This is an optimization exercise on Yosys and OpenROAD, whose aim is small area and a short achievable clock period, not a production implementation. Where RTL was checked, it was by simulation tests only, not by an equivalence proof against the original. For run 1, only the layout was checked, not whether the RTL still works. Power is estimated from default activity; no workload was simulated. The clock port is modelled as an ideal driver; clocking choices that lean on that would not hold on a real chip.

===== flow/config.mk =====
export PLATFORM = sky130hd
export DESIGN_NAME = top
export DESIGN_NICKNAME = top
export VERILOG_FILES = /design/flow/design.v
export SDC_FILE = /design/flow/constraint.sdc
export NUM_CORES = 4
export LEC_CHECK = 0
export CAP_MARGIN = 20
export CORE_MARGIN = 2
export CORE_UTILIZATION = 40
export CTS_CLUSTER_DIAMETER = 100
export CTS_CLUSTER_SIZE = 30
export PLACE_DENSITY = 0.6
export SETUP_SLACK_MARGIN = 2.6
export SLEW_MARGIN = 20

===== flow/constraint.sdc =====
create_clock -name core_clock -period 5.0 [get_ports {clk}]
set_input_delay 1.0000 -clock core_clock [delete_from_list [all_inputs] [get_ports {clk}]]
set_output_delay 1.0000 -clock core_clock [all_outputs]
set_load 0.01 [all_outputs]

===== flow/design.v =====
module PE
#(parameter DATA_WIDTH=8, parameter EARLY=0)
(
    input clk,
    input rst_n,
    input en0,                       
    input en1,                       
    input en2,                       
    input [7:0] data_src,            
    input [7:0] weights_in,          
    output reg [15:0] S,
    output reg [15:0] C,
    output reg ready
);
reg [4:0] cnt;
wire c27 = (cnt == 5'd27);
always @(posedge clk)
begin
    if (en0 & ~c27)
        cnt <= cnt + 1'b1;
    else
        cnt <= 5'd0;
end
wire take_next;
generate
if (EARLY) begin : g_early
    assign take_next = en2 & ~(en1 & en0 & (cnt == 5'd25));
end else begin : g_lag
    assign take_next = en1 & ~(en0 & (cnt == 5'd26));
end
endgenerate
reg [7:0] ag;
reg clr;
always @(posedge clk or negedge rst_n)
begin
    if (!rst_n) begin
        ready <= 1'b0;
        clr <= 1'b1;
        ag <= 8'd0;
    end else begin
        ready <= c27;
        clr <= c27;
        ag <= data_src & {8{take_next}};
    end
end
wire [63:0] pp;
genvar gi, gj;
generate
for (gi = 0; gi < 8; gi = gi + 1) begin : g_pp
    for (gj = 0; gj < 8; gj = gj + 1) begin : g_ppj
        assign pp[gi*8+gj] = ag[gi] & weights_in[gj];
    end
end
endgenerate
wire u1 = pp[6] ^ pp[13];
wire u2 = pp[6] & pp[13];
wire u3 = pp[7] ^ pp[14] ^ pp[21];
wire u4 = (pp[7] & pp[14]) | (pp[7] & pp[21]) | (pp[14] & pp[21]);
wire u5 = pp[28] ^ pp[35];
wire u6 = pp[28] & pp[35];
wire u7 = pp[15] ^ pp[22] ^ pp[29];
wire u8 = (pp[15] & pp[22]) | (pp[15] & pp[29]) | (pp[22] & pp[29]);
wire u9 = pp[36] ^ pp[43];
wire u10 = pp[36] & pp[43];
wire u11 = pp[23] ^ pp[30] ^ pp[37];
wire u12 = (pp[23] & pp[30]) | (pp[23] & pp[37]) | (pp[30] & pp[37]);
wire u13 = pp[4] ^ pp[11];
wire u14 = pp[4] & pp[11];
wire u15 = pp[5] ^ pp[12] ^ pp[19];
wire u16 = (pp[5] & pp[12]) | (pp[5] & pp[19]) | (pp[12] & pp[19]);
wire u17 = pp[26] ^ pp[33];
wire u18 = pp[26] & pp[33];
wire u19 = u1 ^ pp[20] ^ pp[27];
wire u20 = (u1 & pp[20]) | (u1 & pp[27]) | (pp[20] & pp[27]);
wire u21 = pp[34] ^ pp[41] ^ pp[48];
wire u22 = (pp[34] & pp[41]) | (pp[34] & pp[48]) | (pp[41] & pp[48]);
wire u23 = u3 ^ u5 ^ pp[42];
wire u24 = (u3 & u5) | (u3 & pp[42]) | (u5 & pp[42]);
wire u25 = pp[49] ^ pp[56] ^ u2;
wire u26 = (pp[49] & pp[56]) | (pp[49] & u2) | (pp[56] & u2);
wire u27 = u7 ^ u9 ^ pp[50];
wire u28 = (u7 & u9) | (u7 & pp[50]) | (u9 & pp[50]);
wire u29 = pp[57] ^ u4 ^ u6;
wire u30 = (pp[57] & u4) | (pp[57] & u6) | (u4 & u6);
wire u31 = u11 ^ pp[44] ^ pp[51];
wire u32 = (u11 & pp[44]) | (u11 & pp[51]) | (pp[44] & pp[51]);
wire u33 = pp[58] ^ u8 ^ u10;
wire u34 = (pp[58] & u8) | (pp[58] & u10) | (u8 & u10);
wire u35 = pp[31] ^ pp[38] ^ pp[45];
wire u36 = (pp[31] & pp[38]) | (pp[31] & pp[45]) | (pp[38] & pp[45]);
wire u37 = pp[52] ^ pp[59] ^ u12;
wire u38 = (pp[52] & pp[59]) | (pp[52] & u12) | (pp[59] & u12);
wire u39 = pp[39] ^ pp[46] ^ pp[53];
wire u40 = (pp[39] & pp[46]) | (pp[39] & pp[53]) | (pp[46] & pp[53]);
wire u41 = pp[3] ^ pp[10];
wire u42 = pp[3] & pp[10];
wire u43 = u13 ^ pp[18] ^ pp[25];
wire u44 = (u13 & pp[18]) | (u13 & pp[25]) | (pp[18] & pp[25]);
wire u45 = u15 ^ u17 ^ pp[40];
wire u46 = (u15 & u17) | (u15 & pp[40]) | (u17 & pp[40]);
wire u47 = u19 ^ u21 ^ u16;
wire u48 = (u19 & u21) | (u19 & u16) | (u21 & u16);
wire u49 = u23 ^ u25 ^ u20;
wire u50 = (u23 & u25) | (u23 & u20) | (u25 & u20);
wire u51 = u27 ^ u29 ^ u24;
wire u52 = (u27 & u29) | (u27 & u24) | (u29 & u24);
wire u53 = u31 ^ u33 ^ u28;
wire u54 = (u31 & u33) | (u31 & u28) | (u33 & u28);
wire u55 = u35 ^ u37 ^ u32;
wire u56 = (u35 & u37) | (u35 & u32) | (u37 & u32);
wire u57 = u39 ^ pp[60] ^ u36;
wire u58 = (u39 & pp[60]) | (u39 & u36) | (pp[60] & u36);
wire u59 = pp[47] ^ pp[54] ^ pp[61];
wire u60 = (pp[47] & pp[54]) | (pp[47] & pp[61]) | (pp[54] & pp[61]);
wire [39:0] m_n;
assign m_n[0] = pp[0];
assign m_n[1] = pp[1];
assign m_n[2] = pp[8];
assign m_n[3] = pp[2];
assign m_n[4] = pp[9];
assign m_n[5] = pp[16];
assign m_n[6] = u41;
assign m_n[7] = pp[17];
assign m_n[8] = pp[24];
assign m_n[9] = u43;
assign m_n[10] = pp[32];
assign m_n[11] = u42;
assign m_n[12] = u45;
assign m_n[13] = u14;
assign m_n[14] = u44;
assign m_n[15] = u47;
assign m_n[16] = u18;
assign m_n[17] = u46;
assign m_n[18] = u49;
assign m_n[19] = u22;
assign m_n[20] = u48;
assign m_n[21] = u51;
assign m_n[22] = u26;
assign m_n[23] = u50;
assign m_n[24] = u53;
assign m_n[25] = u30;
assign m_n[26] = u52;
assign m_n[27] = u55;
assign m_n[28] = u34;
assign m_n[29] = u54;
assign m_n[30] = u57;
assign m_n[31] = u38;
assign m_n[32] = u56;
assign m_n[33] = u59;
assign m_n[34] = u40;
assign m_n[35] = u58;
assign m_n[36] = pp[55];
assign m_n[37] = pp[62];
assign m_n[38] = u60;
assign m_n[39] = pp[63];
reg [39:0] M;
always @(posedge clk)
    M <= m_n;
wire [15:0] s0 = clr ? 16'd0 : S;
wire [15:0] c0 = clr ? 16'd0 : C;
wire t1 = M[3] ^ M[4];
wire t2 = M[3] & M[4];
wire t3 = M[6] ^ M[7] ^ M[8];
wire t4 = (M[6] & M[7]) | (M[6] & M[8]) | (M[7] & M[8]);
wire t5 = M[9] ^ M[10] ^ M[11];
wire t6 = (M[9] & M[10]) | (M[9] & M[11]) | (M[10] & M[11]);
wire t7 = M[12] ^ M[13] ^ M[14];
wire t8 = (M[12] & M[13]) | (M[12] & M[14]) | (M[13] & M[14]);
wire t9 = M[15] ^ M[16] ^ M[17];
wire t10 = (M[15] & M[16]) | (M[15] & M[17]) | (M[16] & M[17]);
wire t11 = M[18] ^ M[19] ^ M[20];
wire t12 = (M[18] & M[19]) | (M[18] & M[20]) | (M[19] & M[20]);
wire t13 = M[21] ^ M[22] ^ M[23];
wire t14 = (M[21] & M[22]) | (M[21] & M[23]) | (M[22] & M[23]);
wire t15 = M[24] ^ M[25] ^ M[26];
wire t16 = (M[24] & M[25]) | (M[24] & M[26]) | (M[25] & M[26]);
wire t17 = M[27] ^ M[28] ^ M[29];
wire t18 = (M[27] & M[28]) | (M[27] & M[29]) | (M[28] & M[29]);
wire t19 = M[30] ^ M[31] ^ M[32];
wire t20 = (M[30] & M[31]) | (M[30] & M[32]) | (M[31] & M[32]);
wire t21 = M[33] ^ M[34] ^ M[35];
wire t22 = (M[33] & M[34]) | (M[33] & M[35]) | (M[34] & M[35]);
wire t23 = M[36] ^ M[37] ^ M[38];
wire t24 = (M[36] & M[37]) | (M[36] & M[38]) | (M[37] & M[38]);
wire t25 = M[1] ^ M[2];
wire t26 = M[1] & M[2];
wire t27 = t1 ^ M[5] ^ s0[2];
wire t28 = (t1 & M[5]) | (t1 & s0[2]) | (M[5] & s0[2]);
wire t29 = t3 ^ s0[3] ^ c0[3];
wire t30 = (t3 & s0[3]) | (t3 & c0[3]) | (s0[3] & c0[3]);
wire t31 = t5 ^ s0[4] ^ c0[4];
wire t32 = (t5 & s0[4]) | (t5 & c0[4]) | (s0[4] & c0[4]);
wire t33 = t7 ^ s0[5] ^ c0[5];
wire t34 = (t7 & s0[5]) | (t7 & c0[5]) | (s0[5] & c0[5]);
wire t35 = t9 ^ s0[6] ^ c0[6];
wire t36 = (t9 & s0[6]) | (t9 & c0[6]) | (s0[6] & c0[6]);
wire t37 = t11 ^ s0[7] ^ c0[7];
wire t38 = (t11 & s0[7]) | (t11 & c0[7]) | (s0[7] & c0[7]);
wire t39 = t13 ^ s0[8] ^ c0[8];
wire t40 = (t13 & s0[8]) | (t13 & c0[8]) | (s0[8] & c0[8]);
wire t41 = t15 ^ s0[9] ^ c0[9];
wire t42 = (t15 & s0[9]) | (t15 & c0[9]) | (s0[9] & c0[9]);
wire t43 = t17 ^ s0[10] ^ c0[10];
wire t44 = (t17 & s0[10]) | (t17 & c0[10]) | (s0[10] & c0[10]);
wire t45 = t19 ^ s0[11] ^ c0[11];
wire t46 = (t19 & s0[11]) | (t19 & c0[11]) | (s0[11] & c0[11]);
wire t47 = t21 ^ s0[12] ^ c0[12];
wire t48 = (t21 & s0[12]) | (t21 & c0[12]) | (s0[12] & c0[12]);
wire t49 = t23 ^ s0[13] ^ c0[13];
wire t50 = (t23 & s0[13]) | (t23 & c0[13]) | (s0[13] & c0[13]);
wire t51 = M[39] ^ s0[14] ^ c0[14];
wire t52 = (M[39] & s0[14]) | (M[39] & c0[14]) | (s0[14] & c0[14]);
wire t53 = M[0] ^ s0[0];
wire t54 = M[0] & s0[0];
wire t55 = t25 ^ s0[1] ^ c0[1];
wire t56 = (t25 & s0[1]) | (t25 & c0[1]) | (s0[1] & c0[1]);
wire t57 = t27 ^ c0[2] ^ t26;
wire t58 = (t27 & c0[2]) | (t27 & t26) | (c0[2] & t26);
wire t59 = t29 ^ t2 ^ t28;
wire t60 = (t29 & t2) | (t29 & t28) | (t2 & t28);
wire t61 = t31 ^ t4 ^ t30;
wire t62 = (t31 & t4) | (t31 & t30) | (t4 & t30);
wire t63 = t33 ^ t6 ^ t32;
wire t64 = (t33 & t6) | (t33 & t32) | (t6 & t32);
wire t65 = t35 ^ t8 ^ t34;
wire t66 = (t35 & t8) | (t35 & t34) | (t8 & t34);
wire t67 = t37 ^ t10 ^ t36;
wire t68 = (t37 & t10) | (t37 & t36) | (t10 & t36);
wire t69 = t39 ^ t12 ^ t38;
wire t70 = (t39 & t12) | (t39 & t38) | (t12 & t38);
wire t71 = t41 ^ t14 ^ t40;
wire t72 = (t41 & t14) | (t41 & t40) | (t14 & t40);
wire t73 = t43 ^ t16 ^ t42;
wire t74 = (t43 & t16) | (t43 & t42) | (t16 & t42);
wire t75 = t45 ^ t18 ^ t44;
wire t76 = (t45 & t18) | (t45 & t44) | (t18 & t44);
wire t77 = t47 ^ t20 ^ t46;
wire t78 = (t47 & t20) | (t47 & t46) | (t20 & t46);
wire t79 = t49 ^ t22 ^ t48;
wire t80 = (t49 & t22) | (t49 & t48) | (t22 & t48);
wire t81 = t51 ^ t24 ^ t50;
wire t82 = (t51 & t24) | (t51 & t50) | (t24 & t50);
wire t83 = s0[15] ^ c0[15] ^ t52;
wire t84 = (s0[15] & c0[15]) | (s0[15] & t52) | (c0[15] & t52);
wire [15:0] s_n = {t83, t81, t79, t77, t75, t73, t71, t69, t67, t65, t63, t61, t59, t57, t55, t53};
wire [15:0] c_n = {t82, t80, t78, t76, t74, t72, t70, t68, t66, t64, t62, t60, t58, t56, t54, c0[0]};
always @(posedge clk)
begin
    S <= s_n;
    C <= c_n;
end
endmodule
module input_bus
#(parameter BUS_WIDTH=8, parameter DTAPS=3)
(
    input clk,
    input rst_n,
    input en,
    input [BUS_WIDTH-1:0] data,
    output reg [2:0] en_l,
    output [DTAPS*BUS_WIDTH-1:0] data_l
);
always @(posedge clk or negedge rst_n)
begin
    if (!rst_n)
        en_l <= 3'b000;
    else
        en_l <= {en_l[1:0], en};
end
reg [DTAPS*BUS_WIDTH-1:0] d;
generate
if (DTAPS > 1) begin : g_chain
    always @(posedge clk)
        d <= {d[(DTAPS-1)*BUS_WIDTH-1:0], data};
end else begin : g_one
    always @(posedge clk)
        d <= data;
end
endgenerate
assign data_l = d;
endmodule
module obuffer
#(parameter DATA_WIDTH=8)
(
    input clk,
    input rst_n,
    input p0_ready,
    input p1_ready,
    input p2_ready,
    input [2*DATA_WIDTH-1:0] p0_s,
    input [2*DATA_WIDTH-1:0] p0_c,
    input [2*DATA_WIDTH-1:0] p1_s,
    input [2*DATA_WIDTH-1:0] p1_c,
    input [2*DATA_WIDTH-1:0] p2_s,
    input [2*DATA_WIDTH-1:0] p2_c,
    output empty,
    output reg full,
    input rd_en,
    output reg [2*DATA_WIDTH-1:0] data_rdout,
    output reg errout
);
localparam DW2 = 2*DATA_WIDTH;
reg [DW2-1:0] mem [0:8];
reg [3:0] wr_addr, count;
reg ne;
assign empty = ~ne;
reg [8:0] rd_oh;                     
wire any = p0_ready | p1_ready | p2_ready;
wire two = (p0_ready & p1_ready) | (p0_ready & p2_ready) | (p1_ready & p2_ready);
wire wr = any & ~full;
wire rd = rd_en & ~empty;
wire [DW2-1:0] ss = ({DW2{p0_ready}} & p0_s) | ({DW2{p1_ready}} & p1_s) | ({DW2{p2_ready}} & p2_s);
wire [DW2-1:0] cc = ({DW2{p0_ready}} & p0_c) | ({DW2{p1_ready}} & p1_c) | ({DW2{p2_ready}} & p2_c);
localparam LO = 7;                   
reg [LO:0] plo;
reg [DW2-LO-1:0] phs, phc;
reg [3:0] pend_addr;
reg pend;
always @(posedge clk)
begin
    plo <= ss[LO-1:0] + cc[LO-1:0];
    phs <= ss[DW2-1:LO];
    phc <= cc[DW2-1:LO];
    pend_addr <= wr_addr;
end
wire [DW2-LO-1:0] phi = phs + phc + plo[LO];
wire [DW2-1:0] pdata = {phi, plo[LO-1:0]};
always @(posedge clk)
    if (pend)
        mem[pend_addr] <= pdata;
wire hit = pend & rd_oh[pend_addr];
reg [DW2-1:0] rmem;
integer k;
always @(*) begin
    rmem = {DW2{1'b0}};
    for (k = 0; k < 9; k = k + 1)
        rmem = rmem | ({DW2{rd_oh[k]}} & mem[k]);
end
wire [DW2-1:0] rdata = hit ? pdata : rmem;
wire [3:0] count_inc = count + 1'b1;
wire [3:0] count_dec = count - 1'b1;
wire [3:0] count_n = wr ? count_inc : count;
wire [3:0] count_r = empty ? count_n : (wr ? count : count_dec);
wire empty_n = wr ? 1'b0 : empty;
wire empty_r = empty ? empty_n : (wr ? 1'b0 : (count == 4'd1));
wire full_n = wr ? (count == 4'd8) : full;
wire full_r = empty ? full_n : 1'b0;
always @(posedge clk or negedge rst_n)
begin
    if (!rst_n) begin
        wr_addr <= 4'd0;
        rd_oh <= 9'd1;
        count <= 4'd0;
        ne <= 1'b0;
        full <= 1'b0;
        errout <= 1'b0;
        pend <= 1'b0;
        data_rdout <= 'd0;
    end else begin
        pend <= wr & ~two;
        if (wr)
            wr_addr <= (wr_addr == 4'd8) ? 4'd0 : wr_addr + 1'b1;
        if (rd) begin
            rd_oh <= {rd_oh[7:0], rd_oh[8]};
            data_rdout <= rdata;
        end
        if (wr & two)
            errout <= 1'b1;
        count <= rd_en ? count_r : count_n;
        ne <= ~(rd_en ? empty_r : empty_n);
        full <= rd_en ? full_r : full_n;
    end
end
endmodule
module top(
    clk,
    rst_n,
    ifm0,
    ifm1,
    ifm2,
    ifm0_en,
    ifm1_en,
    ifm2_en,
    w0,
    w1,
    w2,
    w0_en,
    w1_en,
    w2_en,
    obf0_rd_en,
    obf1_rd_en,
    obf2_rd_en,
    obf0_empty,
    obf1_empty,
    obf2_empty,
    obf0_full,
    obf1_full,
    obf2_full,
    obf0_err,
    obf1_err,
    obf2_err,
    obf0_out,
    obf1_out,
    obf2_out
);
parameter DATA_WIDTH=8;
input clk,rst_n;
input ifm0_en,ifm1_en,ifm2_en;
input w0_en,w1_en,w2_en;
input [DATA_WIDTH-1:0] ifm0,ifm1,ifm2;
input [DATA_WIDTH-1:0] w0,w1,w2;
input obf0_rd_en,obf1_rd_en,obf2_rd_en;
output obf0_empty,obf1_empty,obf2_empty;
output obf0_full,obf1_full,obf2_full;
output obf0_err,obf1_err,obf2_err;
output [2*DATA_WIDTH-1:0] obf0_out,obf1_out,obf2_out;
localparam DW = DATA_WIDTH;
wire [2:0] fen [0:2];
wire [2:0] wen [0:2];
wire [DW-1:0] ifm_in [0:2];
wire [DW-1:0] w_in [0:2];
wire ifm_en_in [0:2];
wire w_en_in [0:2];
assign ifm_in[0] = ifm0; assign ifm_in[1] = ifm1; assign ifm_in[2] = ifm2;
assign w_in[0] = w0; assign w_in[1] = w1; assign w_in[2] = w2;
assign ifm_en_in[0] = ifm0_en; assign ifm_en_in[1] = ifm1_en; assign ifm_en_in[2] = ifm2_en;
assign w_en_in[0] = w0_en; assign w_en_in[1] = w1_en; assign w_en_in[2] = w2_en;
wire [3:0] fe [0:2];
wire [3:0] we [0:2];
wire [3*DW-1:0] fdx [0:2];
wire [4*DW-1:0] wd [0:2];
genvar i, j;
generate
for (i = 0; i < 3; i = i + 1) begin : g_bus
    wire [(i == 0 ? 2 : 1)*DW-1:0] fd;
    wire [3*DW-1:0] wdt;
    input_bus #(.BUS_WIDTH(DW), .DTAPS(i == 0 ? 2 : 1)) ifm_bus (
        .clk(clk), .rst_n(rst_n), .en(ifm_en_in[i]), .data(ifm_in[i]),
        .en_l(fen[i]), .data_l(fd));
    input_bus #(.BUS_WIDTH(DW), .DTAPS(i == 0 ? 3 : 2)) w_bus (
        .clk(clk), .rst_n(rst_n), .en(w_en_in[i]), .data(w_in[i]),
        .en_l(wen[i]), .data_l(wdt[(i == 0 ? 3 : 2)*DW-1:0]));
    if (i != 0) begin : g_pad
        assign wdt[3*DW-1:2*DW] = {DW{1'b0}};
        assign fdx[i] = {{DW{1'b0}}, fd, ifm_in[i]};
    end else begin : g_nopad
        assign fdx[i] = {fd, ifm_in[i]};
    end
    assign fe[i] = {fen[i], ifm_en_in[i]};
    assign we[i] = {wen[i], w_en_in[i]};
    assign wd[i] = {wdt, w_in[i]};
end
endgenerate
wire [2*DW-1:0] pe_s [0:8];
wire [2*DW-1:0] pe_c [0:8];
wire [8:0] pe_rdy;
generate
for (i = 0; i < 3; i = i + 1) begin : g_row
    for (j = 0; j < 3; j = j + 1) begin : g_col
        localparam E = (i > 0) && (j > 0);
        wire e0 = fe[i][j+1] & we[j][i+1];
        wire e1 = fe[i][j] & we[j][i];
        wire e2 = fe[i][E ? j-1 : 0] & we[j][E ? i-1 : 0];
        PE #(.DATA_WIDTH(DW), .EARLY(E)) pe (
            .clk(clk),
            .rst_n(rst_n),
            .en0(e0),
            .en1(e1),
            .en2(e2),
            .data_src(fdx[i][(E ? j-1 : j)*DW +: DW]),
            .weights_in(wd[j][(E ? i : i+1)*DW +: DW]),
            .S(pe_s[3*i+j]),
            .C(pe_c[3*i+j]),
            .ready(pe_rdy[3*i+j])
        );
    end
end
endgenerate
obuffer #(.DATA_WIDTH(DW)) obf0(
    .clk(clk), .rst_n(rst_n),
    .p0_ready(pe_rdy[0]), .p1_ready(pe_rdy[3]), .p2_ready(pe_rdy[6]),
    .p0_s(pe_s[0]), .p0_c(pe_c[0]), .p1_s(pe_s[3]), .p1_c(pe_c[3]),
    .p2_s(pe_s[6]), .p2_c(pe_c[6]),
    .empty(obf0_empty), .full(obf0_full), .rd_en(obf0_rd_en),
    .data_rdout(obf0_out), .errout(obf0_err)
);
obuffer #(.DATA_WIDTH(DW)) obf1(
    .clk(clk), .rst_n(rst_n),
    .p0_ready(pe_rdy[1]), .p1_ready(pe_rdy[4]), .p2_ready(pe_rdy[7]),
    .p0_s(pe_s[1]), .p0_c(pe_c[1]), .p1_s(pe_s[4]), .p1_c(pe_c[4]),
    .p2_s(pe_s[7]), .p2_c(pe_c[7]),
    .empty(obf1_empty), .full(obf1_full), .rd_en(obf1_rd_en),
    .data_rdout(obf1_out), .errout(obf1_err)
);
obuffer #(.DATA_WIDTH(DW)) obf2(
    .clk(clk), .rst_n(rst_n),
    .p0_ready(pe_rdy[2]), .p1_ready(pe_rdy[5]), .p2_ready(pe_rdy[8]),
    .p0_s(pe_s[2]), .p0_c(pe_c[2]), .p1_s(pe_s[5]), .p1_c(pe_c[5]),
    .p2_s(pe_s[8]), .p2_c(pe_c[8]),
    .empty(obf2_empty), .full(obf2_full), .rd_en(obf2_rd_en),
    .data_rdout(obf2_out), .errout(obf2_err)
);
endmodule

===== flow/flow/run.sh =====
#!/bin/bash
# Layout flow: the standard flow (standard.sh), with two changes:
#  - the port buffers start as buf_2 (repair may still resize them),
#  - clock tree synthesis inserts no dummy loads.
# standard.sh's output goes to standard.log in the work folder; ORFS keeps
# each step's full log under orfs/logs/.
cp standard.sh standard_sh.txt
export BUFFER_PORTS_ARGS="-buffer_cell sky130_fd_sc_hd__buf_2"
export CTS_ARGS="-sink_clustering_enable -repair_clock_nets -sink_clustering_size 30 -sink_clustering_max_diameter 100 -dont_use_dummy_load"
bash standard.sh > standard.log 2>&1

===== flow/standard.sh =====
#!/bin/bash
# synth_recipe.tcl (not shown) runs the flow's synth.tcl, then flattens the netlist and writes it again
# the make line also repeats each setting of config.mk as NAME=value (left out here)
make -C /OpenROAD-flow-scripts/flow DESIGN_CONFIG=/design/flow/config.mk WORK_HOME=/design/flow/orfs CLKGATE_MAP_FILE= SYNTH_SCRIPT=/design/flow/synth_recipe.tcl "${@:-finish}"

==> results of run 1 <==
## how the worst min path moves through the flow
stage / startpoint / end / slack [ns]
after floorplan: g_bus[0].ifm_bus.d[2]$_DFF_P_ / g_bus[0].ifm_bus.d[10]$_DFF_P_ / 0.32
after global placement: g_bus[1].ifm_bus.en_l[1]$_DFF_PN0_ / g_bus[1].ifm_bus.en_l[2]$_DFF_PN0_ / 0.40
after detailed placement: g_bus[1].ifm_bus.en_l[1]$_DFF_PN0_ / g_bus[1].ifm_bus.en_l[2]$_DFF_PN0_ / 0.40
after CTS: rst_n / obf2.rd_oh[3]$_DFFE_PN0P_ / 0.29
after global routing: w0[2] / g_bus[0].w_bus.d[2]$_DFF_P_ / 0.32
final: rst_n / obf2.rd_oh[1]$_DFFE_PN0P_ / 0.31
## logic make-up after synthesis
kind of cell | after synthesis
xor+xnor | 92
simple gates | 1292
compound gates | 487
flops | 1513
fa+ha+maj | 720
buf+inv | 594
mux | 42
## power by group
| part | total, uW | switching, uW | internal (uW) | leakage (uW) |
|---|---|---|---|---|
| clock network | 5770 | 3620 | 2150 | 0.000739 |
| logic | 4200 | 2190 | 2010 | 0.0148 |
| registers | 14900 | 1050 | 13900 | 0.0132 |
## per-stage QoR
| step | power, uW | utilization [%] | instance area [um^2] |
|---|---|---|---|
| 6_report | 24920 | 43.47 | 68680 |
| 5_1_grt | 26490 | 43.46 | 68680 |
| 4_1_cts | 25250 | 43.18 | 68220 |
| 3_5_place_dp | 19450 | 42.08 | 66500 |
| 3_3_place_gp | 19220 | 42.08 | 66490 |
| 2_1_floorplan | 17940 | - | 63530 |
## cell type report
class                   count  area [um^2]  area share [%]
multi-input cells        2636        25890           37.70
repair buffers            193         1270           1.849
diodes                      2        5.005        0.007287
clock buffers              60         1501           2.186
well taps                2072         2592           3.775
inverters                 428         1607           2.339
flip-flops and latches   1513        35820           52.15
## sequential cells by signal (all words and copies together), names as in the netlist, 16 cells and up
| name | count |
|---|---|
| g_bus.ifm_bus.d | 32 |
| g_bus.w_bus.d | 56 |
| g_row.g_col.pe.C | 135 |
| g_row.g_col.pe.M | 360 |
| g_row.g_col.pe.S | 144 |
| g_row.g_col.pe.ag | 72 |
| g_row.g_col.pe.cnt | 45 |
| obf0.data_rdout | 16 |
| obf0.mem | 144 |
| obf1.data_rdout | 16 |
| obf1.mem | 144 |
| obf2.data_rdout | 16 |
| obf2.mem | 144 |
## routing by layer
layer  vias up  track usage (%)  wire length [um]
met5         -                0                15
met4         4            3.799              2719
met3       136            2.153              7837
met2       847            28.02             65260
met1     18070            25.40             64800
li1      15950                -                 -
## repair_timing
item | CTS | global route
gates cloned | 0 | 3
setup endpoints to repair | 174 | 95
pin swaps | 3 | 22
hold buffers | 0 | 0
gates resized for setup | 53 | 65
buffers inserted | 7 | 23
## cells in the final DEF (no fill, tap or decap), types with 48 or more instances in the layout
master,n
nor2_1,115
a221oi_1,48
a22oi_1,79
edfxtp_1,432
and2_1,427
nand3_1,60
dfrtp_1,177
nand2_1,323
nor2b_1,231
buf_4,66
dfxtp_1,843
clkbuf_16,60
ha_1,152
inv_1,426
buf_2,112
a222oi_1,141
fa_1,561
xnor2_1,58
nand2b_1,50
## critical path, delay by kind of cell, from the launching register on
kind	cells	cell delay [ns]
AO/OA/AOI/OAI	2	1.02
flip-flops	1	0.52
multiplexers	1	0.47
AND/OR/NAND/NOR	1	0.27
==> results by group, run 1 <==
Status
  • Outcome: no timing/DRC/antenna violations

Global routing
  • Global-route wire length before repair: 219,800 um
  • All-Layer GR Usage: 17.45%
  • Initial antenna violation count: 10
  • Number of global-route vias before repair: 36.37k
  • Final global-route overflow total: 0
  • Pin count of the biggest net entering global routing: 83

Timing
  • Tmin final: 2.389 ns
  • Peak Freq: 418.6 MHz
  • Slew headroom: 27.92%
  • Min setup slack post-route: 2.611 ns
  • Tcrit/Tclk final: 47.78%
  • Slew Viols, Final: 0
  • Hold Vio Cnt, Final: 0
  • Slew @ Worst Pin: 1.078 ns
  • Unrepaired setup endpoints after global routing: yes
  • Final setup vio count: 0
  • Setup TNS Final: 0 ns
  • Layout Skew: 0.1002 ns
  • Hold Worst Slack: 0.3125 ns

Synthesis
  • Top cells by count, synth: dfxtp_1, fa_1, edfxtp_1, inv_1, and2_1
  • Post-synth EDFFs: 432
  • Simple-gate share of the synthesized area: 10.92%
  • Compound-gate portion of the synthesized area: 6.346%
  • Synth warnings: 7
  • Cell with the most instances after synthesis: dfxtp_1
  • Syn nets: 5,519
  • Post-synth top area share: 27.16%
  • Cell Area, Synth: 63,530 um^2
  • Main synth FF type: dfxtp_1
  • Register area share after synthesis: 56.24%
  • Yosys reg bits: 1,513
  • Ys async rst share: 14.47%
  • Post-synth top area cell: dfxtp_1
  • Post-Synth Adder-Cell Area: 20.88%
  • Dominant cells by area after synthesis: dfxtp_1, edfxtp_1, fa_1
  • Synth Area in XOR/XNOR: 1.268%
  • Mux cell area share after synthesis: 0.7859%
  • Average instance area after synthesis: 13.40 um^2
  • Largest family of logic cells by synthesized area: adder cells
  • Cells after Synth: 4,740
  • Post-synth cell types: 65

Place
  • Post-Place Setup Slack: 2.153 ns
  • Placed Cells: 6,807
  • Port bufs: 115
  • HPWL after DPL: 98,420 um
  • Gpl congestion: 0.8209

Setup path
  • Crit path to: obf0.data_rdout[12]$_DFFE_PN0P_
  • Critical Path Start: obf0.rd_oh[7]$_DFFE_PN0P_
  • Worst reg2reg path startpoint: obf0.rd_oh[7]$_DFFE_PN0P_
  • Data arrival, critical path: 3.02 ns
  • CP max stage delay: 0.70 ns
  • Crit Path Category: flip-flop to flip-flop
  • Crit. End Element: flip-flop
  • R2R depth: 4
  • FF-to-FF End: obf0.data_rdout[12]$_DFFE_PN0P_
  • Slowest cell on crit path: o41a_2
  • Register-to-register setup slack: 2.61 ns
  • Peak fanout along the critical path: 16
  • CP Launch Type: flip-flop
  • Worst path cell trace: mux4_2 > and3b_1 > o41a_2 > o311ai_2
  • Crit path required time: 5.63 ns

Power and ir drop
  • Lkg Pwr: 0.02878 uW
  • Pwr Density: 362.8 nW/um^2
  • VDD IR-drop max: 290.5 uV

Clocking
  • CTS tree: yes
  • CTS max path bufs: 3
  • Worst-Skew Late Latency: 0.73 ns
  • Clock sinks: 1,513
  • Cts bufs inserted: 60
  • CTS Root Buffer Type: clkbuf_16
  • Clock-pin slew on the worst setup and hold paths: 0.11 ns
  • CTS H-tree depth: 2

Die
  • I/O pin count: 116
  • Rows: 146
  • Die width: 402.5 um
  • Die Height: 402.5 um
  • Die area: 162,000 um^2
  • Core Box Area: 158,000 um^2
  • Initial Util: 40.20%

Min path
  • Hold crit path type: input pin to asynchronous set/reset pin

Routing
  • Post-Route WL: 140,600 um
  • Residual DRC count: 0
  • WL/cell: 20.37 um
  • Vias per cell: 5.070
  • Drt pass-1 iters: 7
  • Post-DRT Antenna Nets: 0
  • Via count: 35.00k
  • Iteration-0 DRC Markers: 2,868

Finish
  • P&R area growth vs syn: 8.119%
  • Share of cells above drive strength 1: 8.778%
  • Fill count: 14.28k
  • Fin nets: 5,611
  • Post-Layout Cell Count: 6,904

Run
  • Max cap viols: 0
==> run 2, diff against run 1 <==
--- a/flow/design.v
+++ b/flow/design.v
@@ -313,3 +313,3 @@
 wire [DW2-1:0] cc = ({DW2{p0_ready}} & p0_c) | ({DW2{p1_ready}} & p1_c) | ({DW2{p2_ready}} & p2_c);
-localparam LO = 7;                   
+localparam LO = 6;                   
 reg [LO:0] plo;
--- a/flow/config.mk
+++ b/flow/config.mk
@@ -12,2 +12,3 @@
 export CTS_CLUSTER_SIZE = 30
+export GPL_ROUTABILITY_DRIVEN = 0
 export PLACE_DENSITY = 0.6
==> results by group, run 2 <==
Routing
  • Drt pass-1 iters: 9 (+2)
  • Iteration-0 DRC Markers: 2,803 (-2.3%)
  • Residual DRC count: 0 (unchanged)
  • WL/cell: 20.04 um (-1.6%)
  • Post-Route WL: 138,800 um (-1.3%)
  • Via count: 34.87k (-0.40%)
  • Post-DRT Antenna Nets: 0 (unchanged)
  • Vias per cell: 5.032 (-0.76%)

Global routing
  • All-Layer GR Usage: 17.30% (-0.15 points)
  • Final global-route overflow total: 0 (unchanged)
  • Initial antenna violation count: 12 (+2)
  • Pin count of the biggest net entering global routing: 83 (unchanged)
  • Number of global-route vias before repair: 36.97k (+1.6%)
  • Global-route wire length before repair: 219,500 um (-0.11%)

Synthesis
  • Post-Synth Adder-Cell Area: 20.85% (-0.031 points)
  • Post-synth top area share: 27.22% (+0.054 points)
  • Ys async rst share: 14.45% (-0.029 points)
  • Synth warnings: 7 (unchanged)
  • Cells after Synth: 4,771 (+0.65%)
  • Cell with the most instances after synthesis: dfxtp_1
  • Yosys reg bits: 1,516 (+0.20%)
  • Dominant cells by area after synthesis: dfxtp_1, edfxtp_1, fa_1
  • Largest family of logic cells by synthesized area: adder cells
  • Register area share after synthesis: 56.25% (about the same)
  • Mux cell area share after synthesis: 0.8142% (+0.028 points)
  • Simple-gate share of the synthesized area: 11.11% (+0.19 points)
  • Compound-gate portion of the synthesized area: 6.238% (-0.11 points)
  • Cell Area, Synth: 63,620 um^2 (+0.15%)
  • Average instance area after synthesis: 13.33 um^2 (-0.50%)
  • Top cells by count, synth: dfxtp_1, fa_1, edfxtp_1, and2_1, inv_1
  • Syn nets: 5,550 (+0.56%)
  • Post-synth cell types: 71 (+9.2%)
  • Post-synth top area cell: dfxtp_1
  • Synth Area in XOR/XNOR: 1.225% (-0.043 points)
  • Main synth FF type: dfxtp_1
  • Post-synth EDFFs: 432 (unchanged)

Timing
  • Slew @ Worst Pin: 1.069 ns (-0.008667 ns)
  • Hold Vio Cnt, Final: 0 (unchanged)
  • Min setup slack post-route: 2.669 ns (+0.05770 ns)
  • Final setup vio count: 0 (unchanged)
  • Slew Viols, Final: 0 (unchanged)
  • Slew headroom: 28.50% (+0.58 points)
  • Layout Skew: 0.1003 ns (+0.00004800 ns)
  • Tcrit/Tclk final: 46.63% (-1.2 points)
  • Unrepaired setup endpoints after global routing: yes
  • Peak Freq: 428.9 MHz (+2.5%)
  • Setup TNS Final: 0 ns (unchanged)
  • Tmin final: 2.331 ns (-0.05770 ns)

Setup path
  • Worst reg2reg path startpoint: obf0.phc[0]$_DFF_P_
  • CP most frequent cell: fa_2
  • FF-to-FF End: obf0.mem[1][14]$_DFFE_PP_
  • Crit Path Category: flip-flop to flip-flop
  • R2R depth: 7 (+3)
  • Data arrival, critical path: 2.83 ns (-0.19 ns)
  • Register-to-register setup slack: 2.67 ns (+0.06 ns)
  • Crit path required time: 5.50 ns (-0.13 ns)
  • Worst path cell trace: fa_2 > fa_2 > a211oi_2 > o21ai_1 > a31oi_2 > xnor2_2 > buf_4
  • CP Launch Type: flip-flop
  • Slowest cell on crit path: fa_2
  • Peak fanout along the critical path: 8 (-8)
  • Crit. End Element: flip-flop
  • CP max stage delay: 0.41 ns (-0.29 ns)

Run
  • Max cap viols: 0 (unchanged)

Finish
  • Fin nets: 5,633 (+0.39%)
  • Post-Layout Cell Count: 6,929 (+0.36%)
  • Share of cells above drive strength 1: 8.615% (-0.16 points)
  • Register with the most flip-flops: g_row.g_col.pe.M
  • Flip-flop count of the largest register after layout: 360 (unchanged)
  • Most frequent cells in the layout: dfxtp_1, fa_1, edfxtp_1
  • Most common cell after layout, fill and taps aside: dfxtp_1
  • P&R area growth vs syn: 7.947%
  • Finished Core Util: 43.41% (-0.054 points)

Die
  • Rows: 146 (unchanged)
  • I/O pin count: 116 (unchanged)
  • Die area: 162,300 um^2 (+0.15%)
  • Initial Util: 40.22% (about the same)
  • Die width: 402.8 um (about the same)
  • Core Box Area: 158,200 um^2 (+0.12%)
  • Die Height: 402.8 um (about the same)

Clocking
  • Clock-pin slew on the worst setup and hold paths: 0.11 ns (about the same)
  • Cts bufs inserted: 59 (-1.7%)
  • Clock sinks: 1,516 (+0.20%)
  • CTS Root Buffer Type: clkbuf_16
  • CTS H-tree depth: 2 (unchanged)
  • CTS tree: yes
  • Worst-Skew Late Latency: 0.73 ns (about the same)
  • CTS max path bufs: 3 (unchanged)

Min path
  • Hold crit path type: input pin to asynchronous set/reset pin

Place
  • Placed Cells: 6,842 (+0.51%)
  • Port bufs: 115 (unchanged)
  • HPWL after DPL: 97,910 um (-0.51%)
  • Post-Place Setup Slack: 2.228 ns (+0.07551 ns)

Power and ir drop
  • Pwr Density: 361.4 nW/um^2 (-0.37%)
  • Lkg Pwr: 0.02878 uW (about the same)
  • VDD IR-drop max: 264.8 uV (-8.8%)

Status
  • Outcome: no timing/DRC/antenna violations
-- run 2: cell types whose count changed in the layout (fill, tap and decap cells not counted), moves of 10 or more --
cell     before  now
mux2_2       33   22
o21ai_0      42   53
o21ai_1       7   19
a41o_1       16    2
nand3_1      60   70
nand4_1      20    4
nand2_1     323  348
a22oi_1      79   67
a22o_1       24   34
dfrtp_2      23   39
a31oi_1       6   18
mux2i_1       6   18
-- run 2: worst max-delay path by stage --
stage	end	cells past startpoint	from	slack [ns]
4_1_cts	obf0.data_rdout[15]$_DFFE_PN0P_	7	obf0.phc[0]$_DFF_P_	2.56
6_report	obf0.mem[1][14]$_DFFE_PP_	7	obf0.phc[0]$_DFF_P_	2.67
3_3_place_gp	obf0.data_rdout[14]$_DFFE_PN0P_	6	obf0.rd_oh[7]$_DFFE_PN0P_	2.26
5_1_grt	obf0.data_rdout[12]$_DFFE_PN0P_	8	obf0.phc[0]$_DFF_P_	2.52
2_1_floorplan	obf1.mem[0][0]$_DFFE_PP_	2	obf1.pend_addr[1]$_DFF_P_	2.45
3_5_place_dp	obf0.data_rdout[14]$_DFFE_PN0P_	6	obf0.rd_oh[7]$_DFFE_PN0P_	2.23
-- run 2: layout make-up --
type | count | area [um^2]
fillers | 14460 | 89520
flip-flops and latches | 1516 | 35880
multi-input cells | 2673 | 26000
well taps | 2072 | 2592
inverters | 421 | 1580
clock buffers | 59 | 1476
repair buffers | 183 | 1139
diodes | 5 | 12.51
-- run 2: layer usage --
layer | up-vias | global-route usage [%] | wire length [um]
met5 | - | 0 | 34
li1 | 16010 | - | -
met1 | 18000 | 25.11 | 64530
met4 | 6 | 3.174 | 2304
met3 | 133 | 1.891 | 6164
met2 | 718 | 28.34 | 65810
-- run 2: logic make-up (layout without fill, tap and decap cells) --
family	count (synthesis)	count (layout)
buffers and inverters	583	663
and+or+nand+nor	1318	1318
muxes	44	44
AOI/OAI and AO/OA	501	501
adders and majority gates	720	720
DFF	1516	1516
other	0	5
xor gates and xnor gates	89	90
-- run 2: critical path, delay by kind of cell, from the launching register on --
family                   cells  cell delay, ns
adder cells (fa/ha/maj)      2            0.81
AO/OA/AOI/OAI                3            0.59
flip-flops                   1            0.34
XOR/XNOR                     1            0.18
buffers and inverters        1            0.17
-- run 2: per-stage QoR --
step	power (uW)	hold slack (ns)	cell area (um^2)
2_1_floorplan	17970	0.3230	63650
3_3_place_gp	19180	0.4070	66640
3_5_place_dp	19390	0.4057	66640
4_1_cts	25150	0.1814	68310
5_1_grt	26450	0.2041	68660
6_report	24820	0.1914	68680
-- run 2: power breakdown --
group | switching (uW) | internal, uW
Clock | 3610 | 2120
Combinational | 2170 | 1990
Sequential | 996 | 13900
Total | 6780 | 18000
-- run 2: repair_timing --
action / 4_1_cts / 5_1_grt
pin swaps: 4 / 22
setup buffers: 5 / 17
hold buffers: 0 / 0
endpoints found under the setup margin: 155 / 191
gates resized for setup: 44 / 79
gates cloned: 1 / 0
==> run 3, diff against run 2 <==
--- a/flow/config.mk
+++ b/flow/config.mk
@@ -12,3 +12,2 @@
 export CTS_CLUSTER_SIZE = 30
-export GPL_ROUTABILITY_DRIVEN = 0
 export PLACE_DENSITY = 0.6
==> results by group, run 3 <==
Finish
  • Register area: 35,880 um^2 (unchanged)
  • Fill count: 14.46k (unchanged)
  • Finished Core Util: 43.41% (unchanged)
  • Register with the most flip-flops: g_row.g_col.pe.M
  • Most common cell after layout, fill and taps aside: dfxtp_1
  • Most frequent cells in the layout: dfxtp_1, fa_1, edfxtp_1
  • Fin nets: 5,633 (unchanged)
  • Share of cells above drive strength 1: 8.615% (unchanged)
  • Area of the multi-input gates: 26,000 um^2 (unchanged)
  • P&R area growth vs syn: 7.947% (unchanged)
  • Flip-flop count of the largest register after layout: 360 (unchanged)

Place
  • Port bufs: 115 (unchanged)
  • Gpl congestion: 0.8237
  • HPWL after DPL: 97,910 um (unchanged)

Die
  • I/O pin count: 116 (unchanged)
  • Initial Util: 40.22% (unchanged)
  • Die area: 162,300 um^2 (unchanged)
  • Die Height: 402.8 um (unchanged)
  • Core Box Area: 158,200 um^2 (unchanged)
  • Die width: 402.8 um (unchanged)
  • Rows: 146 (unchanged)

Setup path
  • Data arrival, critical path: 2.83 ns (about the same)
  • Worst reg2reg path startpoint: obf0.phc[0]$_DFF_P_
  • Peak fanout along the critical path: 8 (unchanged)
  • CP most frequent cell: fa_2
  • R2R depth: 7 (unchanged)
  • Crit Path Category: flip-flop to flip-flop
  • FF-to-FF End: obf0.mem[1][14]$_DFFE_PP_
  • Worst Path Buf+Inv: 1 (unchanged)
  • Crit path required time: 5.50 ns (about the same)
  • CP top delay family: adder cells
  • CP Launch Type: flip-flop
  • CP max stage delay: 0.41 ns (about the same)
  • Worst path cell trace: fa_2 > fa_2 > a211oi_2 > o21ai_1 > a31oi_2 > xnor2_2 > buf_4
  • Slowest cell on crit path: fa_2
  • Crit. End Element: flip-flop
  • Register-to-register setup slack: 2.67 ns (about the same)

Power and ir drop
  • Seq pwr share: 60.1% (about the same)
  • Pwr Density: 361.4 nW/um^2 (unchanged)
  • Clock power share: 23.1% (about the same)
  • Switching Power: 6782 uW (unchanged)
  • Sw Share: 27.32% (unchanged)
  • Pint: 18,040 uW (unchanged)
  • VDD IR-drop max: 264.8 uV (unchanged)
  • Lkg Pwr: 0.02878 uW (unchanged)
  • Combinational share of power: 16.8% (about the same)

Synthesis
  • Cells after Synth: 4,771 (unchanged)
  • Ys async rst share: 14.45% (unchanged)
  • Yosys reg bits: 1,516 (unchanged)
  • Mux cell area share after synthesis: 0.8142% (unchanged)
  • Post-synth EDFFs: 432 (unchanged)
  • Compound-gate portion of the synthesized area: 6.238% (unchanged)
  • Top cells by count, synth: dfxtp_1, fa_1, edfxtp_1, and2_1, inv_1
  • Simple-gate share of the synthesized area: 11.11% (unchanged)
  • Main synth FF type: dfxtp_1
  • Cell Area, Synth: 63,620 um^2 (unchanged)
  • Average instance area after synthesis: 13.33 um^2 (unchanged)
  • Dominant cells by area after synthesis: dfxtp_1, edfxtp_1, fa_1
  • Largest family of logic cells by synthesized area: adder cells
  • Post-synth top area cell: dfxtp_1
  • Register area share after synthesis: 56.25% (unchanged)
  • Post-synth top area share: 27.22% (unchanged)
  • Synth Area in XOR/XNOR: 1.225% (unchanged)
  • Post-Synth Adder-Cell Area: 20.85% (unchanged)
  • Syn nets: 5,550 (unchanged)
  • Post-synth cell types: 71 (unchanged)
  • Cell with the most instances after synthesis: dfxtp_1
  • Synth warnings: 7 (unchanged)

Global routing
  • Met2 Resource Use GR: 28.34% (unchanged)
  • Global-route wire length before repair: 219,500 um (unchanged)
  • All-Layer GR Usage: 17.30% (unchanged)
  • Initial antenna violation count: 12 (unchanged)
  • Pin count of the biggest net entering global routing: 83 (unchanged)
  • Met3 Usage GRT: 1.891% (unchanged)
  • Number of global-route vias before repair: 36.97k (unchanged)
  • Met1 usage: 25.11% (unchanged)
  • Final global-route overflow total: 0 (unchanged)
  • Top Usage Layer GRT: met2

Timing
  • Slew Viols, Final: 0 (unchanged)
  • Slew @ Worst Pin: 1.069 ns (unchanged)
  • Hold Vio Cnt, Final: 0 (unchanged)
  • Setup TNS Final: 0 ns (unchanged)
  • Final setup vio count: 0 (unchanged)
  • Layout Skew: 0.1003 ns (unchanged)
  • Tmin final: 2.331 ns (unchanged)
  • Tcrit/Tclk final: 46.63% (unchanged)
  • Slew headroom: 28.50% (unchanged)
  • Peak Freq: 428.9 MHz (unchanged)
  • Unrepaired setup endpoints after global routing: yes

Min path
  • Hold crit path type: input pin to asynchronous set/reset pin

Routing
  • WL/cell: 20.04 um (unchanged)
  • Drt pass-1 iters: 9 (unchanged)
  • Via count: 34.87k (unchanged)
  • Iteration-0 DRC Markers: 2,803 (unchanged)
  • Vias per cell: 5.032 (unchanged)
  • Residual DRC count: 0 (unchanged)
  • Post-DRT Antenna Nets: 0 (unchanged)
  • Post-Route WL: 138,800 um (unchanged)

Clocking
  • CTS tree: yes
  • Clock-pin slew on the worst setup and hold paths: 0.11 ns (about the same)
  • Hold-fix buffers, CTS: 0 (unchanged)
  • CTS max path bufs: 3 (unchanged)
  • CTS H-tree depth: 2 (unchanged)
  • CTS Root Buffer Type: clkbuf_16
  • Clock sinks: 1,516 (unchanged)
  • Cts bufs inserted: 59 (unchanged)
  • Worst-Skew Late Latency: 0.73 ns (about the same)

Status
  • Outcome: no timing/DRC/antenna violations

Run
  • Max cap viols: 0 (unchanged)
-- run 3: cell counts after synthesis --
Identical to the previous run, type by type.
-- run 3: stage by stage --
stage	worst slack (ns)	area [um^2]	hold WS (ns)	total power, uW	std cells
floorplan	2.452	63650	0.3230	17970	4771
global placement	2.261	66640	0.4070	19180	6842
detailed placement	2.228	66640	0.4057	19390	6842
CTS	2.562	68310	0.1814	25150	6907
global route	2.520	68660	0.2041	26450	6924
finish	2.669	68680	0.1914	24820	6929
-- run 3: worst reg2reg max path: stages, from the launching register on --
cell and delay (ns):
dfxtp_1 0.34, fa_2 0.41, fa_2 0.40, a211oi_2 0.25, o21ai_1 0.11, a31oi_2 0.23
xnor2_2 0.18, buf_4 0.17
-- run 3: how the worst max path moves through the flow --
stage                              start                              end  slack, ns  depth (start not counted)
6_report             obf0.phc[0]$_DFF_P_        obf0.mem[1][14]$_DFFE_PP_       2.67                          7
5_1_grt              obf0.phc[0]$_DFF_P_  obf0.data_rdout[12]$_DFFE_PN0P_       2.52                          8
4_1_cts              obf0.phc[0]$_DFF_P_  obf0.data_rdout[15]$_DFFE_PN0P_       2.56                          7
3_5_place_dp   obf0.rd_oh[7]$_DFFE_PN0P_  obf0.data_rdout[14]$_DFFE_PN0P_       2.23                          6
3_3_place_gp   obf0.rd_oh[7]$_DFFE_PN0P_  obf0.data_rdout[14]$_DFFE_PN0P_       2.26                          6
2_1_floorplan  obf1.pend_addr[1]$_DFF_P_         obf1.mem[0][0]$_DFFE_PP_       2.45                          2
-- run 3: cells by family (layout without fill, tap and decap cells) --
| family | Yosys count | count (layout) |
|---|---|---|
| DFF | 1516 | 1516 |
| buffers and inverters | 583 | 663 |
| and+or+nand+nor | 1318 | 1318 |
| xor gates and xnor gates | 89 | 90 |
| muxes | 44 | 44 |
| adders and majority gates | 720 | 720 |
| AOI/OAI and AO/OA | 501 | 501 |
| other | 0 | 5 |
-- run 3: repair_timing --
item                                   4_1_cts  5_1_grt
setup buffers                                5       17
setup endpoints to repair                  155      191
pin swaps                                    4       22
gates cloned                                 1        0
endpoints found under the hold margin        0        0
gates resized for setup                     44       79
-- run 3: cell type report --
cell class              count  area share (%)
flip-flops and latches   1516           52.25
inverters                 421           2.301
clock buffers              59           2.150
repair buffers            183           1.658
well taps                2072           3.775
multi-input cells        2673           37.85
diodes                      5         0.01822
-- run 3: power groups by stage --
| stage | sequential (uW) | combinational, uW | clock (uW) |
|---|---|---|---|
| 3_3_place_gp | 15200 | 4000 | 0 |
| 3_5_place_dp | 15200 | 4220 | 0 |
| 4_1_cts | 14900 | 4270 | 5960 |
| 5_1_grt | 15100 | 5020 | 6350 |
| 2_1_floorplan | 14700 | 3280 | 0 |
| 6_report | 14900 | 4170 | 5730 |
-- run 3: layer usage --
metal | share of wire [%] | up-vias | wire [um]
met4 | 1.7 | 6 | 2304
li1 | - | 16010 | -
met5 | 0.024 | - | 34
met3 | 4.4 | 133 | 6164
met1 | 46 | 18000 | 64530
met2 | 47 | 718 | 65810
==> run 4, diff against run 3 <==
--- a/flow/config.mk
+++ b/flow/config.mk
@@ -12,3 +12,3 @@
 export CTS_CLUSTER_SIZE = 30
-export PLACE_DENSITY = 0.6
+export PLACE_DENSITY = 0.65
 export SETUP_SLACK_MARGIN = 2.6
==> results by group, run 4 <==
Status
  • Outcome: no timing/DRC/antenna violations

Finish
  • P&R area growth vs syn: 7.894% (about the same)
  • Most frequent cells in the layout: dfxtp_1, fa_1, edfxtp_1
  • Most common cell after layout, fill and taps aside: dfxtp_1
  • Fin nets: 5,628 (-0.089%)
  • Finished Cell Area: 68,640 um^2 (about the same)
  • Flip-flop count of the largest register after layout: 360 (unchanged)
  • Register with the most flip-flops: g_row.g_col.pe.M
  • Share of cells above drive strength 1: 8.108% (-0.51 points)

Global routing
  • Pin count of the biggest net entering global routing: 93 (+12%)
  • Global-route wire length before repair: 216,400 um (-1.4%)
  • Final global-route overflow total: 0 (unchanged)
  • Number of global-route vias before repair: 36.92k (-0.14%)
  • Initial antenna violation count: 14 (+2)
  • All-Layer GR Usage: 17.08% (-0.22 points)

Clocking
  • Clock-pin slew on the worst setup and hold paths: 0.11 ns (about the same)
  • CTS max path bufs: 3 (unchanged)
  • Worst-Skew Late Latency: 0.73 ns (about the same)
  • CTS tree: yes
  • CTS Root Buffer Type: clkbuf_16
  • Clock sinks: 1,516 (unchanged)
  • Cts bufs inserted: 59 (unchanged)
  • Hold-fix buffers, CTS: 0 (unchanged)
  • CTS H-tree depth: 2 (unchanged)

Timing
  • Unrepaired setup endpoints after global routing: yes
  • Peak Freq: 424.0 MHz (-1.2%)
  • Min setup slack post-route: 2.641 ns (-0.02724 ns)
  • Hold Worst Slack: 0.3070 ns (+0.1155 ns)
  • Final setup vio count: 0 (unchanged)
  • Hold Vio Cnt, Final: 0 (unchanged)
  • Setup TNS Final: 0 ns (unchanged)
  • Slew Viols, Final: 0 (unchanged)
  • Tcrit/Tclk final: 47.17% (+0.54 points)
  • Slew @ Worst Pin: 1.074 ns (+0.004706 ns)
  • Layout Skew: 0.1097 ns (+0.009400 ns)
  • Tmin final: 2.359 ns (+0.02724 ns)
  • Slew headroom: 28.19% (-0.31 points)

Synthesis
  • Syn nets: 5,550 (unchanged)
  • Synth warnings: 7 (unchanged)
  • Post-synth cell types: 71 (unchanged)
  • Ys async rst share: 14.45% (unchanged)
  • Post-synth EDFFs: 432 (unchanged)
  • Dominant cells by area after synthesis: dfxtp_1, edfxtp_1, fa_1
  • Average instance area after synthesis: 13.33 um^2 (unchanged)
  • Main synth FF type: dfxtp_1
  • Post-synth top area share: 27.22% (unchanged)
  • Cell Area, Synth: 63,620 um^2 (unchanged)
  • Cells after Synth: 4,771 (unchanged)
  • Cell with the most instances after synthesis: dfxtp_1
  • Top cells by count, synth: dfxtp_1, fa_1, edfxtp_1, and2_1, inv_1
  • Register area share after synthesis: 56.25% (unchanged)
  • Yosys reg bits: 1,516 (unchanged)
  • Post-synth top area cell: dfxtp_1

Setup path
  • CP max stage delay: 0.41 ns (about the same)
  • Worst path depth: 9 (+2)
  • FF-to-FF End: obf0.data_rdout[14]$_DFFE_PN0P_
  • Worst reg2reg path startpoint: obf0.plo[6]$_DFF_P_
  • CP top delay family: adder cells
  • Register-to-register setup slack: 2.64 ns (-0.03 ns)
  • Crit. End Element: flip-flop
  • R2R depth: 9 (+2)
  • Data arrival, critical path: 3.04 ns (+0.21 ns)
  • Peak fanout along the critical path: 5 (-3)
  • Crit Path Category: flip-flop to flip-flop
  • Slowest cell on crit path: fa_2
  • Worst path cell trace: fa_2 > fa_2 > a211oi_2 > o21ai_1 > a31oi_2 > buf_6 > xnor2_4 > nand3_2 > nand3_2
  • CP Launch Type: flip-flop
  • Worst Path Buf+Inv: 1 (unchanged)
  • Crit path required time: 5.68 ns (+0.18 ns)

Routing
  • Residual DRC count: 0 (unchanged)
  • Drt pass-1 iters: 10 (+1)
  • Via count: 35.17k (+0.88%)
  • Post-DRT Antenna Nets: 0 (unchanged)
  • Iteration-0 DRC Markers: 3,046 (+8.7%)
  • Post-Route WL: 136,600 um (-1.6%)
  • WL/cell: 19.73 um (-1.5%)
  • Vias per cell: 5.078 (+0.93%)

Min path
  • Hold crit path type: input pin to asynchronous set/reset pin

Die
  • I/O pin count: 116 (unchanged)
  • Die area: 162,300 um^2 (unchanged)
  • Initial Util: 40.22% (unchanged)
  • Die Height: 402.8 um (unchanged)
  • Core Box Area: 158,200 um^2 (unchanged)
  • Rows: 146 (unchanged)
  • Die width: 402.8 um (unchanged)

Place
  • HPWL after DPL: 96,130 um (-1.8%)
  • Gpl congestion: 0.8339 (+1.2%)
  • Post-Place Setup Slack: 2.217 ns (-0.01121 ns)
  • Placed Area: 66,640 um^2 (about the same)
  • Port bufs: 115 (unchanged)

Power and ir drop
  • VDD IR-drop max: 298.0 uV (+13%)
  • Pwr Density: 361.6 nW/um^2 (about the same)
  • Lkg Pwr: 0.02874 uW (-0.14%)

Run
  • Max cap viols: 0 (unchanged)
==> run 4: cell counts after synthesis <==
No cell type changed its count.
==> run 4: logic make-up (layout without fill, tap and decap cells) <==
family / after synthesis / after routing / share of synthesized area, %
compound gates: 501 / 501 / 6.238
buf+inv: 583 / 656 / 3.516
simple gates: 1318 / 1318 / 11.11
flops: 1516 / 1516 / 56.25
mux: 44 / 44 / 0.8142
xor+xnor: 89 / 92 / 1.225
other cells: 0 / 7 / 0
fa+ha+maj: 720 / 720 / 20.85
==> run 4: per-layer routing <==
metal	up-vias	wire, um	part of all wire (%)	GRT usage [%]
li1	16030	-	-	-
met1	18100	61640	45	24.75
met2	884	63450	46	27.33
met3	158	8300	6.1	2.161
met4	2	3234	2.4	4.192
met5	-	11	0.0081	0
==> run 4: stage by stage <==
step | util [%] | total power [uW] | cells
after global routing | 43.38 | 26380 | 6920
after global placement | 42.11 | 19140 | 6838
after CTS | 43.20 | 25130 | 6907
after floorplan | - | 17970 | 4771
final | 43.39 | 24820 | 6926
after detailed placement | 42.12 | 19420 | 6839
==> run 4: cell type report <==
type / count / area, um^2
repair buffers: 176 / 1124
fillers: 14190 / 89550
inverters: 421 / 1580
clock buffers: 59 / 1476
flip-flops and latches: 1516 / 35870
diodes: 7 / 17.52
multi-input cells: 2675 / 25980
well taps: 2072 / 2592
==> run 4: worst max path at each step <==
stage                                    from                               to  slack (ns)
floorplan           obf1.pend_addr[1]$_DFF_P_         obf1.mem[0][0]$_DFFE_PP_        2.45
finish                    obf0.plo[6]$_DFF_P_  obf0.data_rdout[14]$_DFFE_PN0P_        2.64
CTS                   obf0.errout$_DFFE_PN0P_                         obf0_err        2.57
detailed placement  obf0.rd_oh[4]$_DFFE_PN0P_   obf0.data_rdout[5]$_DFFE_PN0P_        2.22
global placement    obf0.rd_oh[6]$_DFFE_PN0P_  obf0.data_rdout[14]$_DFFE_PN0P_        2.30
global route              obf0.plo[6]$_DFF_P_  obf0.data_rdout[14]$_DFFE_PN0P_        2.54
==> run 4: timing repair <==
action,4_1_cts,5_1_grt
pin swaps,8,21
setup buffers,6,9
resized for setup,47,65
setup endpoints to repair,130,167
gates cloned,3,1
==> run 4: worst reg2reg max path: cells and delay by family, from the launching register on <==
kind / cells / cell delay (ns)
AO/OA/AOI/OAI: 3 / 0.64
XOR/XNOR: 1 / 0.16
adder cells (fa/ha/maj): 2 / 0.81
buffers and inverters: 1 / 0.16
flip-flops: 1 / 0.34
AND/OR/NAND/NOR: 2 / 0.20
==> run 4: power by group <==
part           total [uW]  switching (uW)  leakage, uW  internal, uW
sequential          14900             964       0.0132         13900
clock                5700            3580     0.000727          2120
combinational        4230            2210       0.0148          2020
total               24800            6760       0.0287         18100
==> run 5, diff against run 4 <==
--- a/flow/config.mk
+++ b/flow/config.mk
@@ -9,6 +9,6 @@
 export CORE_MARGIN = 2
-export CORE_UTILIZATION = 40
+export CORE_UTILIZATION = 45
 export CTS_CLUSTER_DIAMETER = 100
 export CTS_CLUSTER_SIZE = 30
-export PLACE_DENSITY = 0.65
+export PLACE_DENSITY = 0.6
 export SETUP_SLACK_MARGIN = 2.6
==> results by group, run 5 <==
Timing
  • Layout Skew: 0.05827 ns (-0.05139 ns)
  • Hold Worst Slack: 0.3207 ns (+0.01379 ns)
  • Slew @ Worst Pin: 1.050 ns (-0.02367 ns)
  • Slew headroom: 29.77% (+1.6 points)
  • Tcrit/Tclk final: 47.50% (+0.33 points)
  • Hold Vio Cnt, Final: 0 (unchanged)
  • Tmin final: 2.375 ns (+0.01641 ns)
  • Final setup vio count: 0 (unchanged)
  • Slew Viols, Final: 0 (unchanged)
  • Unrepaired setup endpoints after global routing: yes
  • Setup TNS Final: 0 ns (unchanged)
  • Peak Freq: 421.1 MHz (-0.69%)

Place
  • Port bufs: 115 (unchanged)
  • HPWL after DPL: 97,020 um (+0.93%)
  • Gpl congestion: 0.7921 (-5.0%)
  • Placed Area: 66,450 um^2 (-0.29%)
  • Placed Cells: 6,657 (-2.7%)

Setup path
  • Crit Path Category: flip-flop to flip-flop
  • CP most frequent cell: fa_2
  • Crit path required time: 5.66 ns (-0.02 ns)
  • Slowest cell on crit path: fa_2
  • Crit. End Element: flip-flop
  • CP top delay family: compound AO/OA/AOI/OAI gates
  • CP Launch Type: flip-flop
  • Worst path cell trace: fa_2 > fa_2 > a211oi_2 > o21ai_1 > a21oi_2 > xnor2_4 > a21oi_1 > o21ai_0
  • Data arrival, critical path: 3.03 ns (about the same)
  • CP max stage delay: 0.42 ns (about the same)
  • Worst Path Buf+Inv: 0 (-1)
  • Peak fanout along the critical path: 5 (unchanged)

Synthesis
  • Post-synth top area cell: dfxtp_1
  • Average instance area after synthesis: 13.33 um^2 (unchanged)
  • Cells after Synth: 4,771 (unchanged)
  • Cell Area, Synth: 63,620 um^2 (unchanged)
  • Register area share after synthesis: 56.25% (unchanged)
  • Ys async rst share: 14.45% (unchanged)
  • Cell with the most instances after synthesis: dfxtp_1
  • Syn nets: 5,550 (unchanged)
  • Post-synth top area share: 27.22% (unchanged)
  • Yosys reg bits: 1,516 (unchanged)
  • Post-synth cell types: 71 (unchanged)
  • Dominant cells by area after synthesis: dfxtp_1, edfxtp_1, fa_1
  • Main synth FF type: dfxtp_1
  • Top cells by count, synth: dfxtp_1, fa_1, edfxtp_1, and2_1, inv_1
  • Post-synth EDFFs: 432 (unchanged)
  • Synth warnings: 7 (unchanged)

Global routing
  • Final global-route overflow total: 0 (unchanged)
  • Global-route wire length before repair: 217,000 um (+0.30%)
  • All-Layer GR Usage: 19.31% (+2.2 points)
  • Initial antenna violation count: 10 (-4)
  • Pin count of the biggest net entering global routing: 102 (+9.7%)
  • Number of global-route vias before repair: 36.59k (-0.91%)

Die
  • Die width: 380.0 um (-5.7%)
  • Die Height: 380.0 um (-5.7%)
  • Initial Util: 45.48% (+5.3 points)
  • Core Box Area: 139,900 um^2 (-12%)
  • Die area: 144,400 um^2 (-11%)
  • Rows: 137 (-6.2%)
  • I/O pin count: 116 (unchanged)

Routing
  • Residual DRC count: 0 (unchanged)
  • Post-Route WL: 137,500 um (+0.63%)
  • Via count: 35.16k (-0.034%)
  • Iteration-0 DRC Markers: 3,005 (-1.3%)
  • WL/cell: 20.41 um (+3.5%)
  • Vias per cell: 5.220 (+2.8%)
  • Post-DRT Antenna Nets: 0 (unchanged)
  • Drt pass-1 iters: 9 (-1)

Finish
  • P&R area growth vs syn: 7.646%
  • Post-Layout Cell Count: 6,736 (-2.7%)
  • Most common cell after layout, fill and taps aside: dfxtp_1
  • Share of cells above drive strength 1: 8.441% (+0.33 points)
  • Fin nets: 5,638 (+0.18%)
  • Register with the most flip-flops: g_row.g_col.pe.M
  • Finished Cell Area: 68,490 um^2 (-0.23%)
  • Most frequent cells in the layout: dfxtp_1, fa_1, edfxtp_1
  • Flip-flop count of the largest register after layout: 360 (unchanged)

Clocking
  • Clock-pin slew on the worst setup and hold paths: 0.11 ns (about the same)
  • CTS max path bufs: 3 (unchanged)
  • Cts bufs inserted: 59 (unchanged)
  • Hold-fix buffers, CTS: 0 (unchanged)
  • CTS tree: yes
  • Clock sinks: 1,516 (unchanged)
  • CTS Root Buffer Type: clkbuf_16
  • CTS H-tree depth: 2 (unchanged)
  • Worst-Skew Late Latency: 0.71 ns (-0.02 ns)

Status
  • Outcome: no timing/DRC/antenna violations

Power and ir drop
  • Lkg Pwr: 0.02882 uW (+0.29%)
  • Pwr Density: 363.1 nW/um^2 (+0.39%)
  • VDD IR-drop max: 272.7 uV (-8.5%)

Run
  • Max cap viols: 0 (unchanged)

Min path
  • Hold crit path type: input pin to asynchronous set/reset pin
==> run 5: cell counts after synthesis <==
No cell type changed its count.
==> run 5: final cells by class <==
type | count | area (um^2)
Antenna cell | 3 | 7.507
Clock buffer | 59 | 1476
Fill cell | 12330 | 71390
Inverter | 421 | 1580
Multi-Input combinational cell | 2675 | 26050
Sequential cell | 1516 | 35870
Tap cell | 1876 | 2347
Timing Repair Buffer | 186 | 1159
==> run 5: final timing paths <==
path | from | endpoint | slack [ns] | depth (start not counted)
worst max-delay path | obf0.plo[6]$_DFF_P_ | obf0.data_rdout[12]$_DFFE_PN0P_ | 2.63 | 8
worst min-delay path | rst_n | obf2.rd_oh[1]$_DFFE_PN0P_ | 0.32 | 1
worst max register to register | obf0.plo[6]$_DFF_P_ | obf0.data_rdout[12]$_DFFE_PN0P_ | 2.63 | 8
worst min register to register | g_bus[0].w_bus.en_l[0]$_DFF_PN0_ | g_bus[0].w_bus.en_l[1]$_DFF_PN0_ | 0.41 | 0
max in group asynchronous | rst_n | obf0.data_rdout[0]$_DFFE_PN0P_ | 3.50 | 2
min in group core_clock | w0[4] | g_bus[0].w_bus.d[4]$_DFF_P_ | 0.36 | 1
==> run 5: metal layers <==
layer | wire length (um) | part of all wire (%) | GRT usage, %
met1 | 64300 | 47 | 28.70
met2 | 62300 | 45 | 30.07
met3 | 8162 | 5.9 | 2.855
met4 | 2705 | 2.0 | 4.284
met5 | 24 | 0.017 | 0
==> run 5: cell families after synthesis <==
logic type / count (synthesis) / synth area share [%]
AO/OA/AOI/OAI: 501 / 6.238
XOR/XNOR: 89 / 1.225
adder cells (fa/ha/maj): 720 / 20.85
buffers and inverters: 583 / 3.516
flip-flops: 1516 / 56.25
multiplexers: 44 / 0.8142
AND/OR/NAND/NOR: 1318 / 11.11
==> run 5: timing repair <==
| action | in CTS | in global routing |
|---|---|---|
| resized for setup | 39 | 83 |
| setup buffers | 4 | 10 |
| pin swaps | 7 | 16 |
| setup endpoints to repair | 123 | 173 |
| cloned | 2 | 1 |
==> run 5: report_power, final <==
part           total (uW)  internal, uW  switching (uW)
clock                5700          2120            3580
combinational        4190          2000            2190
sequential          15000         13900            1050
==> run 5: per-stage QoR <==
stage	utilization (%)	power [uW]	setup slack (ns)
global route	48.96	26460	2.462
global placement	47.51	19220	2.276
CTS	48.70	25200	2.555
detailed placement	47.51	19480	2.210
finish	48.96	24860	2.625
floorplan	-	17970	2.452

[static timing again, ports no longer ideal]
How much do the figures lean on ideal ports? The routed layouts below were timed once more, with nothing changed but the port constraints. Step 1 (the two cells are an assumption about what drives the block):
set clk [get_ports {clk}]
set_driving_cell -lib_cell sky130_fd_sc_hd__clkbuf_16 $clk
set_driving_cell -lib_cell sky130_fd_sc_hd__buf_2 [delete_from_list [all_inputs] $clk]
Step 2 moves the port delays by t, midway between the first and last clock arrival at a register: inputs arrive t later, outputs are due t later. That takes back most of the time a late clock gives input paths. a / b / c = no drivers / after step 1 / after step 2; a / b = the first two.
run | shift t [ns] | setup slack, ns | worst slew at a driven data input, ns | pins driven straight from the clock port
run 1 | 0.753 | 2.611 / 2.591 / 2.229 | 0.21 | 1
run 2 | 0.758 | 2.669 / 2.594 / 2.470 | 0.18 | 1
run 3 | 0.758 | 2.669 / 2.594 / 2.470 | 0.18 | 1
run 4 | 0.754 | 2.641 / 2.577 / 2.438 | 0.18 | 1
run 5 | 0.771 | 2.625 / 2.599 / 2.535 | 0.15 | 1
After both steps every run listed still meets setup and hold. For run 1, which loses most, drivers alone change the setup slack by -0.020 ns; drivers and shift together by -0.382 ns.
